Source: an optimization exercise on an open RTL-to-GDS flow (aim: small area, a short achievable clock period and few clock cycles per item). Production flows keep margins and buffers that such runs may drop. The RTL was checked by simulation tests, not by an equivalence proof against the original design. Power figures rest on the tool's default switching activity, not on a simulated workload.

==> job 9071 <==
## seq_multiplier
module seq_multiplier #(
    parameter N = 32
)(
    input  wire clk,
    input  wire rst,
    input  wire start,
    input  wire [N-1:0] multiplicand,
    input  wire [N-1:0] multiplier,
    output wire [2*N-1:0] product,
    output wire busy,
    output wire done
);
  reg busy_q, idle_r, done_r, cpa2_r, first_r;
  reg gm, gs, gcn;          
  reg [3:0] cnt;
  reg [31:0] plo;           
  reg [31:0] phi;           
  reg [34:0] s, c;          
  reg [3:0] px, py;         
  reg cf;                   
  reg [3:0] lo;             
  reg [2:0] bg, bp;         
  reg nan, oa, ta, nb, ob, tb;   
  wire na = ~nan;              
  assign busy = busy_q;
  assign done = done_r;
  assign product = {phi, plo};
  wire busy_n = ~rst & (idle_r ? start : ~cpa2_r);
  always @(posedge clk) begin
    busy_q  <= busy_n;           
    idle_r  <= ~busy_n;          
    done_r  <= ~rst & ~idle_r & cpa2_r;
    cpa2_r  <= ~rst & ~idle_r & (cnt == 4'd9);
    cnt     <= idle_r ? 4'd1 : cnt + 4'd1;
    first_r <= idle_r;
    gm      <= idle_r & multiplier[0];   
    gs      <= ~idle_r;                  
    gcn     <= idle_r;                   
  end
  wire m7 = (cnt == 4'd7);                   
  wire [2:0] tra = idle_r ? {multiplier[2:1], 1'b0} : plo[6:4];
  wire [2:0] trb = idle_r ? multiplier[4:2] : {plo[8] & ~m7, plo[7:6]};
  always @(posedge clk) begin
    nan <= ~tra[2];
    oa <= tra[1] ^ tra[0];
    ta <= (tra[2] & ~tra[1] & ~tra[0]) | (~tra[2] & tra[1] & tra[0]);
    nb <= trb[2];
    ob <= trb[1] ^ trb[0];
    tb <= (trb[2] & ~trb[1] & ~trb[0]) | (~trb[2] & trb[1] & trb[0]);
  end
  wire [33:0] mcx = {1'b0, multiplicand, 1'b0};
  wire [32:0] sa, sb;
  genvar k;
  generate
    for (k = 0; k < 33; k = k + 1) begin : g_pp
      assign sa[k] = (oa & mcx[k+1]) | (ta & mcx[k]);
      assign sb[k] = (ob & mcx[k+1]) | (tb & mcx[k]);
    end
  endgenerate
  ...
==> flow/config.mk <==
export PLATFORM = sky130hd
export DESIGN_NAME = seq_multiplier
export DESIGN_NICKNAME = seq_multiplier
export VERILOG_FILES = /design/flow/design.v
export SDC_FILE = /design/flow/constraint.sdc
export NUM_CORES = 4
export LEC_CHECK = 0
export CAP_MARGIN = 20
export CORE_MARGIN = 2
export CORE_UTILIZATION = 40
export SETUP_SLACK_MARGIN = 2.6
export SLEW_MARGIN = 20
export TNS_END_PERCENT = 50
==> flow/constraint.sdc <==
create_clock -name core_clock -period 4.5 [get_ports {clk}]
set_input_delay 0.9000 -clock core_clock [delete_from_list [all_inputs] [get_ports {clk}]]
set_output_delay 0.9000 -clock core_clock [all_outputs]
set_load 0.01 [all_outputs]
standard.sh (not shown) runs the stock make flow with config.mk's settings and CLKGATE_MAP_FILE= SYNTH_SCRIPT=/design/flow/synth_recipe.tcl, a recipe that flattens the netlist after the stock synthesis.
==> flow/flow/run.sh <==
#!/bin/bash
# Layout flow: the standard ORFS flow (standard.sh, unchanged synthesis), with
#  - port buffers made of sky130_fd_sc_hd__buf_2 instead of the default delay-cell buffers;
#  - clock tree synthesis without dummy load cells, with a clkbuf_16 root and clkbuf_8 leaves.
# make's full output goes to make_finish.log in the work folder; ORFS keeps each step's log
# under orfs/logs/.
set -euo pipefail
CTS="-sink_clustering_enable -repair_clock_nets -dont_use_dummy_load -root_buf sky130_fd_sc_hd__clkbuf_16 -buf_list sky130_fd_sc_hd__clkbuf_8"
bash standard.sh "BUFFER_PORTS_ARGS=-buffer_cell sky130_fd_sc_hd__buf_2" "CTS_ARGS=$CTS" finish > make_finish.log 2>&1
test -f out/final.def
==> job 7058: changes against job 9071 <==
--- a/flow/design.v
+++ b/flow/design.v
@@ -281,13 +281,13 @@
   always @(posedge clk) begin
     plo <= idle_r ? multiplier : {lo, plo[31:4]};
     lo  <= lo5[3:0];
     phi <= cpa2_r ? {i3, i2, i1, i0} : {a3, a2[7:0], a1[7:0], a0[7:0]};
     bg  <= {a2[8], a1[8], a0[8]};
-    bp  <= {&a2[7:0], &a1[7:0], &a0[7:0]};
+    bp  <= {&(s[23:16] ^ c[23:16]), &(s[15:8] ^ c[15:8]), &(s[7:0] ^ c[7:0])};
     s   <= x[38:4];
     c   <= y[38:4];
-    px  <= idle_r ? 4'd0 : x[3:0];
-    py  <= idle_r ? 4'd0 : y[3:0];
-    cf  <= ~idle_r & lo5[4];
+    px  <= x[3:0];
+    py  <= y[3:0];
+    cf  <= ~first_r & lo5[4];    
   end
 endmodule
--- a/flow/config.mk
+++ b/flow/config.mk
@@ -5,9 +5,10 @@
 export SDC_FILE = /design/flow/constraint.sdc
 export NUM_CORES = 4
 export LEC_CHECK = 0
 export CAP_MARGIN = 20
 export CORE_MARGIN = 2
-export CORE_UTILIZATION = 40
+export CORE_UTILIZATION = 50
+export PLACE_DENSITY = 0.75
 export SETUP_SLACK_MARGIN = 2.6
 export SLEW_MARGIN = 20
-export TNS_END_PERCENT = 50
+export TNS_END_PERCENT = 10
==> qor summary <==
|  | job 9071 | job 7058 |
|---|---|---|
| Wire length of the first global-routing pass | 37.1 mm | 34.6 mm |
| Critical setup path kind | register to register | primary input to register |
| Aggregate routed wire length | 23.5 mm | 21.3 mm |
| Type of origin of the critical path | register | primary input |
| Data-path buffer share of cell area in the final layout | 11.4% | 9.46% |
| Synthesized netlist net count | 1,053 | 1,029 |
| Clock group total power | 835 uW | 826 uW |
| Layout Skew | 41.0 ps | 30.3 ps |
| Count of routing violations after the opening detailed-route iteration | 438 | 451 |
| Status | no timing/DRC/antenna violations | no timing/DRC/antenna violations |
| Maximum net fanout on the critical path | 2 | 5 |
| Total leakage power | 0.00488 uW | 0.00457 uW |
| Startpoint of the most critical setup path | cf | multiplicand[3] |
| DIE AREA | 24,400 um2 | 19,300 um2 |
| Multi-input gates | 617 | 606 |
Testbench counts of job 9071, summed over its fixed seeds: cycles 19,200, items 1,600.
Testbench counts of job 7058, summed over its fixed seeds: cycles 19,200, items 1,600.

## static timing again, ports no longer ideal
How much do the figures lean on ideal ports? The routed layouts below were timed once more, with nothing changed but the port constraints.
Step 1, drivers: a clkbuf_16 drives clk and a buf_2 each remaining input, both assumed.
Step 2, shift: input delay + t, output delay - t, t = (earliest + latest rising clock arrival at the registers) / 2. This alone moves slack from input paths to output paths.
a / b / c = no drivers / after step 1 / after step 2; a / b = the first two.
run	t (ns)	setup slack, ns	worst data-port slew with drivers (ns)	pins driven straight from the clock port
job 9071	0.421	2.339 / 2.339 / 1.977	0.09	1
job 7058	0.424	2.369 / 2.356 / 1.932	0.08	1
After both steps every run listed still meets setup and hold. For job 7058, which loses most, drivers alone change the setup slack by -0.013 ns; drivers and shift together by -0.437 ns.
